Background: an optimization exercise with open tools, aiming at small area, a short achievable clock period and few clock cycles. Do not read the settings as production practice. Where RTL was checked, it was by simulation tests only, not by an equivalence proof against the original. Function not checked in run 2: the RTL went through the layout flow alone. Power figures rest on the tool's default switching activity, not on a simulated workload.

==> flow/design.v (outline; a module is shown in full before it is edited, if it fits) <==
// module milestone1: 832 lines
// module m1_fa: 4 lines
// module m1_ha: 4 lines
module milestone1 (
		input logic CLOCK_50_I,
		input logic resetn,
		output logic SRAM_we_n,
		output logic [17:0] SRAM_address,
		output logic [15:0] SRAM_write_data,
		input logic [15:0] SRAM_read_data,
		input logic M1_enable,
		output logic M1_finish
);
  // ...
==> flow/run.sh <==
#!/bin/bash
# synth_recipe.tcl (not shown) runs the flow's synth.tcl, then flattens the netlist and writes it again
# the make line also repeats each setting of config.mk as NAME=value (left out here)
make -C /OpenROAD-flow-scripts/flow DESIGN_CONFIG=/design/flow/config.mk WORK_HOME=/design/flow/orfs CLKGATE_MAP_FILE= SYNTH_SCRIPT=/design/flow/synth_recipe.tcl finish
==> flow/config.mk <==
export PLATFORM = sky130hd
export DESIGN_NAME = milestone1
export DESIGN_NICKNAME = milestone1
export VERILOG_FILES = /design/flow/design.v
export SDC_FILE = /design/flow/constraint.sdc
export NUM_CORES = 4
export LEC_CHECK = 0
export CAP_MARGIN = 20
export CORE_MARGIN = 2
export CORE_UTILIZATION = 60
export CTS_CLUSTER_DIAMETER = 100
export CTS_CLUSTER_SIZE = 25
export PLACE_DENSITY = 0.75
export SLEW_MARGIN = 20
export SYNTH_HIERARCHICAL = 1
export SYNTH_MINIMUM_KEEP_SIZE = 0
==> flow/constraint.sdc <==
create_clock -name core_clock -period 14.0 [get_ports {CLOCK_50_I}]
set_input_delay 2.8000 -clock core_clock [delete_from_list [all_inputs] [get_ports {CLOCK_50_I}]]
set_output_delay 2.8000 -clock core_clock [all_outputs]
set_load 0.01 [all_outputs]
==> impl_metrics.json, run 1 <==
{
  "synth_seq_cells": 356,
  "rsz0062_at_grt": "no",
  "synth_largest_area_cell": "fa_1",
  "synthSimpleGateAreaFrac": 0.06476,
  "seqPwrFrac": 0.630,
  "wl_met2_um": 23670,
  "drv_cap": 0,
  "multi_input_area_share": 0.5292,
  "ir_worst_vdd_mv": 0.08126,
  "grt_max_degree": 62,
  "die_h_um": 197.8,
  "seq_area_mm2": 0.008962,
  "critPathLaunch": "we$_DFF_PN0_",
  "synth-adder-area-share": 0.3337,
  "postCtsSetupRepairBufs": 0,
  "cts_resized": 0,
  "clk_pin_slew_ns": 0.10,
  "drt_iter0_markers": 1012,
  "powerSeq_w": 0.00108,
  "clk_share": 0.02457,
  "reg2reg_from": "py[5]$_DFFE_PP_",
  "muxShareOfSynthArea": 0.04810,
  "p_sw_frac": 0.2058,
  "nWellTaps": 468,
  "slew_headroom": 0.3943,
  "nFlopsAndLatches": 356,
  "design_area_mm2": 0.02414,
  "dieArea_mm2": 0.03911,
  "synthTopCellsByArea": "fa_1, edfxtp_1, dfxtp_1, ha_1, dfstp_2",
  "outcome": "complete, no violations",
  "p_int_w": 0.001358,
  "antenna_found_initial": 2,
  "start_util": 0.6124,
  "grt_first_pass_wirelength_um": 80830,
  "avgSynthCellArea_um2": 12.56,
  "cts_tree": "done",
  "worstSetupEndpoint": "SRAM_we_n",
  "post-place-ws_ns": 9.842,
  "setup_slack_ns": 9.706,
  "cts_max_path_buffers": 3
}
Testbench counts, summed over its fixed seeds: cycles 1,536,240.
==> inputs of run 2 (changes only) <==
--- a/flow/design.v
+++ b/flow/design.v
@@ -32,38 +32,40 @@
 logic [7:0]  ylo, py;               
 logic [8:0]  s1r, s2r, s3r;         
 logic [8:0]  fha, fhb;              
 logic        fhc;                   
 logic [8:0]  pur, pvr;              
 logic [7:0]  b0;
 logic [10:0] tra, trb, tga, tgb, tba, tbb;    
 logic        trc, tgc, tbc;         
-logic [7:0] w0, w1, w2, w3, w4, w5;
-assign w0 = p2 ? qv[0] : qu[0];
-assign w1 = p2 ? qv[1] : qu[1];
-assign w2 = p2 ? qv[2] : qu[2];
-assign w3 = p2 ? qv[3] : qu[3];
-assign w4 = p2 ? qv[4] : qu[4];
-assign w5 = p2 ? qv[5] : qu[5];
 logic m0, m1, m157, m158, m159;
 assign m0 = (m == 8'd0);
 assign m1 = (m == 8'd1);
 assign m157 = (m == 8'd157);
 assign m158 = (m == 8'd158);
 assign m159 = (m == 8'd159);
+logic mid_l, mid_r;
+assign mid_l = ~(m0 | m1);
+assign mid_r = ~(m157 | m158 | m159);
+function automatic logic [7:0] pick(input logic [7:0] x, input logic s);
+	pick = x & {8{s}};
+endfunction
 logic [7:0] fa, fb, fc, fd, fe, ff;
-always_comb begin
-	fc = w2;
-	fa = m0 ? w2 : m1 ? w1 : w0;
-	fb = m0 ? w2 : w1;
-	fd = m159 ? w2 : w3;
-	fe = m159 ? w2 : m158 ? w3 : w4;
-	ff = m159 ? w2 : m158 ? w3 : m157 ? w4 : w5;
-end
+assign fa = pick(qu[0], ~p2 & mid_l) | pick(qu[1], ~p2 & m1) | pick(qu[2], ~p2 & m0)
+          | pick(qv[0],  p2 & mid_l) | pick(qv[1],  p2 & m1) | pick(qv[2],  p2 & m0);
+assign fb = pick(qu[1], ~p2 & ~m0) | pick(qu[2], ~p2 & m0)
+          | pick(qv[1],  p2 & ~m0) | pick(qv[2],  p2 & m0);
+assign fc = pick(qu[2], ~p2) | pick(qv[2], p2);
+assign fd = pick(qu[3], ~p2 & ~m159) | pick(qu[2], ~p2 & m159)
+          | pick(qv[3],  p2 & ~m159) | pick(qv[2],  p2 & m159);
+assign fe = pick(qu[4], ~p2 & ~(m158 | m159)) | pick(qu[3], ~p2 & m158) | pick(qu[2], ~p2 & m159)
+          | pick(qv[4],  p2 & ~(m158 | m159)) | pick(qv[3],  p2 & m158) | pick(qv[2],  p2 & m159);
+assign ff = pick(qu[5], ~p2 & mid_r) | pick(qu[4], ~p2 & m157) | pick(qu[3], ~p2 & m158) | pick(qu[2], ~p2 & m159)
+          | pick(qv[5],  p2 & mid_r) | pick(qv[4],  p2 & m157) | pick(qv[3],  p2 & m158) | pick(qv[2],  p2 & m159);
 wire fsum_w1 = ~s1r[7];
 wire fsum_w2 = s1r[7];
 wire fsum_w3, fsum_w4;
 m1_ha fsum_w3_ha (.a(s1r[8]), .b(s1r[6]), .s(fsum_w3), .co(fsum_w4));
 wire fsum_w5, fsum_w6;
 m1_ha fsum_w5_ha (.a(s1r[5]), .b(s1r[3]), .s(fsum_w5), .co(fsum_w6));
 wire fsum_w7 = ~(s1r[6] ^ s1r[4]);
 wire fsum_w8 = s1r[6] | s1r[4];
==> flow/flow/run.sh (new file) <==
#!/bin/bash
# Standard layout, with repair_timing asked for extra setup margin so that the
# optimiser works on paths well inside the design's clock period.
# Each step's full output goes to a log file of its own in this folder.
set -euo pipefail
MARGIN=${MARGIN:-10.3}
bash standard.sh synth > synth.log 2>&1
bash standard.sh SETUP_SLACK_MARGIN=$MARGIN finish > layout.log 2>&1
==> flow/standard.sh (new file) <==
#!/bin/bash
# synth_recipe.tcl (not shown) runs the flow's synth.tcl, then flattens the netlist and writes it again
# the make line also repeats each setting of config.mk as NAME=value (left out here)
make -C /OpenROAD-flow-scripts/flow DESIGN_CONFIG=/design/flow/config.mk WORK_HOME=/design/flow/orfs CLKGATE_MAP_FILE= SYNTH_SCRIPT=/design/flow/synth_recipe.tcl "${@:-finish}"
removed: flow/run.sh
==> run 2 against run 1 <==
Net effect: maximum frequency is 11% higher; largest cell class unchanged; highest routed layer is now met4; critical path type unchanged; first-iteration DRC count is 2.2% higher; cell area is 1.7% higher; global-route usage is 0.51 points lower; flip-flop and latch count stayed put; die area is 0.42% lower; count of clock-buffer cells in the layout stayed put.
==> impl_metrics.json, run 2 <==
{
  "synth-adder-area-share": 0.3352,
  "crit_family": "flip-flops",
  "area_growth_pct": 9.500,
  "cp_max_fo": 2,
  "synth_xor_area_frac": 0.03436,
  "fill_cells": 2661,
  "top_level_ports": 55,
  "hold_viol": 0,
  "p_per_area_mw_per_mm2": 68.80,
  "wl_met3_um": 3004,
  "cp_data_required_time_ns": 11.20,
  "finalSetupTns_ns": 0,
  "muxShareOfSynthArea": 0.03498,
  "ys.flop_type": "edfxtp_1",
  "die_h_um": 197.3,
  "cts_max_path_buffers": 3,
  "clock_latency_ns": 0.54,
  "start_util": 0.6112,
  "synth_commonest_cells": "fa_1, ha_1, inv_1, edfxtp_1, dfxtp_1",
  "wl_per_cell_um": 21.05,
  "fin_crit_sh": 0.2762,
  "mostFrequentLayoutCell": "fa_1",
  "ir_worst_vdd_mv": 0.1278,
  "antenna_found_initial": 0,
  "rsz0062_at_grt": "yes",
  "grt_max_degree": 55,
  "synth_cells": 1788,
  "ys_async_sr_fraction": 0.1433,
  "synth_compound_area_frac": 0.09333,
  "drive_gt1_frac": 0.1268,
  "synth_seq_cells": 356,
  "placed_cell_area_mm2": 0.02348,
  "slew_violations": 0,
  "ys_seq_area_frac": 0.3993,
  "clock_sinks": 356,
  "finalWirelength_um": 50170,
  "cpPeakStageDelay_ns": 0.39,
  "synth_enable_flop_cells": 154,
  "final_util": 0.6692,
  "drc_errors": 0,
  "synthTopCellsByArea": "fa_1, edfxtp_1, dfxtp_1, ha_1, dfstp_2",
  "overflow": 0,
  "diodes": 0,
  "synthSimpleGateAreaFrac": 0.06845,
  "tightest_slew_ns": 0.9365,
  "cp.arrival_ns": 1.07,
  "clk_pin_slew_ns": 0.09,
  "ys_warn_count": 9,
  "cts-buffers-inserted": 19,
  "p_leak_nw": 10.09,
  "synth_top_family_by_area": "adder cells",
  "place_congestion": 0.9229,
  "htreeDepth": 1,
  "crit_slowest_cell": "dfrtp_1",
  "netlist.area_leader.share": 0.2347,
  "core_mm2": 0.03670,
  "die_w_um": 197.3,
  "num_vias": 14070,
  "drtPass1Iterations": 5,
  "reg_top3": "qu x48, qv x48",
  "critPathCaptureType": "output port",
  "worstPathCellList": "buf_2",
  "dieArea_mm2": 0.03895,
  "setup_viol": 0,
  "grt_first_pass_wirelength_um": 79710,
  "cts-root-buf": "clkbuf_16",
  "nets": 2366,
  "via_per_inst": 5.903,
  "design_area_mm2": 0.02456,
  "max_freq_ghz": 0.2586,
  "hold_buffers": 0,
  "cts_tree": "done",
  "synth_largest_area_cell": "fa_1",
  "slew_headroom": 0.3750,
  "avgSynthCellArea_um2": 12.54,
  "hold_path_class": "reg -> reg",
  "crit_type": "reg -> out",
  "fin_skew_ns": 0.02612,
  "synth.distinct_cells": 78,
  "wl_met2_um": 24740,
  "dp_hpwl_um": 38100,
  "grt_use_total": 0.2665,
  "final_cell_mix": "fa_1, ha_1, edfxtp_1, inv_1, dfxtp_1",
  "drt_iter0_markers": 1034,
  "port_buffers": 54,
  "drv_cap": 0,
  "syn-num-nets": 2250,
  "postRouteAntennaNets": 0,
  "cp-start-kind": "flip-flop",
  "finalCriticalPeriod_ns": 3.867,
  "hold_slack_ns": 0.4509,
  "synth.most_common_cell": "fa_1",
  "routed.top_layer": "met4",
  "outcome": "complete, no violations",
  "path_buf_inv": 1,
  "syn-cell-area_mm2": 0.02243,
  "drt-met1-wl_um": 20730,
  "grt_pass1_vias": 14920,
  "rows": 70
}
==> run 2: cell count changes after synthesis, sizes merged, moves of 13 or more <==
cell | previous run | this run
nand2 | 120 | 93
clkbuf | 33 | 17
mux4 | 16 | 0
a221o | 0 | 14
mux2i | 34 | 48
nor2 | 79 | 93
buf | 9 | 22
==> run 2: per-stage QoR <==
| stage | power [W] | setup slack [ns] | cells |
|---|---|---|---|
| global route | 0.001741 | 10.10 | 2384 |
| CTS | 0.001708 | 10.11 | 2330 |
| global placement | 0.001110 | 10.02 | 2285 |
| detailed placement | 0.001111 | 10.02 | 2285 |
| floorplan | 0.001102 | 10.56 | 1788 |
| finish | 0.001690 | 10.13 | 2384 |
==> run 2: layer usage <==
| layer | vias up | GRT usage |
|---|---|---|
| met4 | 0 | 0.08744 |
| met1 | 7108 | 0.3502 |
| met3 | 103 | 0.04046 |
| met2 | 441 | 0.4571 |
| met5 | - | 0 |
| li1 | 6421 | - |
==> run 2: repair_timing <==
action	4_1_cts	5_1_grt
buffers inserted	12	54
resized for setup	170	24
pin swaps	0	2
setup endpoints to repair	45	45
endpoints found under the hold margin	0	0
==> run 2: path summary, 6_finish.rpt <==
path | start | to | slack (ns) | depth (start not counted)
max in group asynchronous | resetn | p1$_DFFE_PN0P_ | 11.17 | 2
min reg2reg | qu[4][2]$_DFFE_PP_ | qu[3][2]$_DFFE_PP_ | 0.45 | 0
min | qu[4][2]$_DFFE_PP_ | qu[3][2]$_DFFE_PP_ | 0.45 | 0
max reg2reg | pvr[2]$_DFFE_PP_ | trc$_DFF_P_ | 10.38 | 9
max | M1_finish$_DFFE_PN0P_ | M1_finish | 10.13 | 1
min in group asynchronous | resetn | waddr[1]$_DFFE_PN0P_ | 2.35 | 2
==> run 2: layout make-up <==
class	instances	area [um2]	area share
inverter	158	615.6	0.02506
clock buffer	29	513.0	0.02089
clock inverter	4	60.06	0.002445
multi-input combinational	1235	12730	0.5184
timing repair buffer	134	1074	0.04371
sequential	356	8980	0.3656
tap	468	585.6	0.02384
==> run 2: logic make-up after synthesis <==
kind of cell	after synthesis
xor gates and xnor gates	88
muxes	75
buffers and inverters	197
AOI/OAI and AO/OA	311
DFF	356
adders and majority gates	443
and+or+nand+nor	318
==> run 2: per-module statistics from Yosys, one instance, submodules excluded <==
module / flip-flops and latches / cell area (um2)
milestone1: 356 / 16980
m1_fa: 0 / 20.02
m1_ha: 0 / 12.51
==> run 2: power by group <==
| part | internal (W) | total, W | switching, W | leakage [nW] |
|---|---|---|---|---|
| combinational | 0.00000532 | 0.0000101 | 0.00000482 | 6.54 |
| clock | 0.000265 | 0.000602 | 0.000338 | 0.273 |
| sequential | 0.00108 | 0.00108 | 0.0000000000000000000492 | 3.28 |

==> static timing again, ports no longer ideal <==
The results above use ideal ports. As a check the final layouts listed here were re-extracted and re-timed, cells and wires unchanged.
Step 1 sets driving cells, clkbuf_16 on the clock port and buf_2 on the other inputs (assumed; they add their load-dependent delay and slew).
Step 2, shift: input delay + t, output delay - t, t = (earliest + latest rising clock arrival at the registers) / 2. This alone moves slack from input paths to output paths.
a / b / c = no drivers / after step 1 / after step 2; a / b = the first two.
run	shift t [ns]	setup WS [ns]	hold WS [ns]	latest minus earliest clock arrival (ns)	worst data-port slew with drivers (ns)
run 1	0.591	9.706 / 9.645 / 9.765	0.452 / 0.452 / 0.452	0.025 / 0.024	0.04
run 2	0.577	10.133 / 10.079 / 10.185	0.451 / 0.451 / 0.451	0.028 / 0.027	0.03
After both steps setup and hold are still met in every run listed.
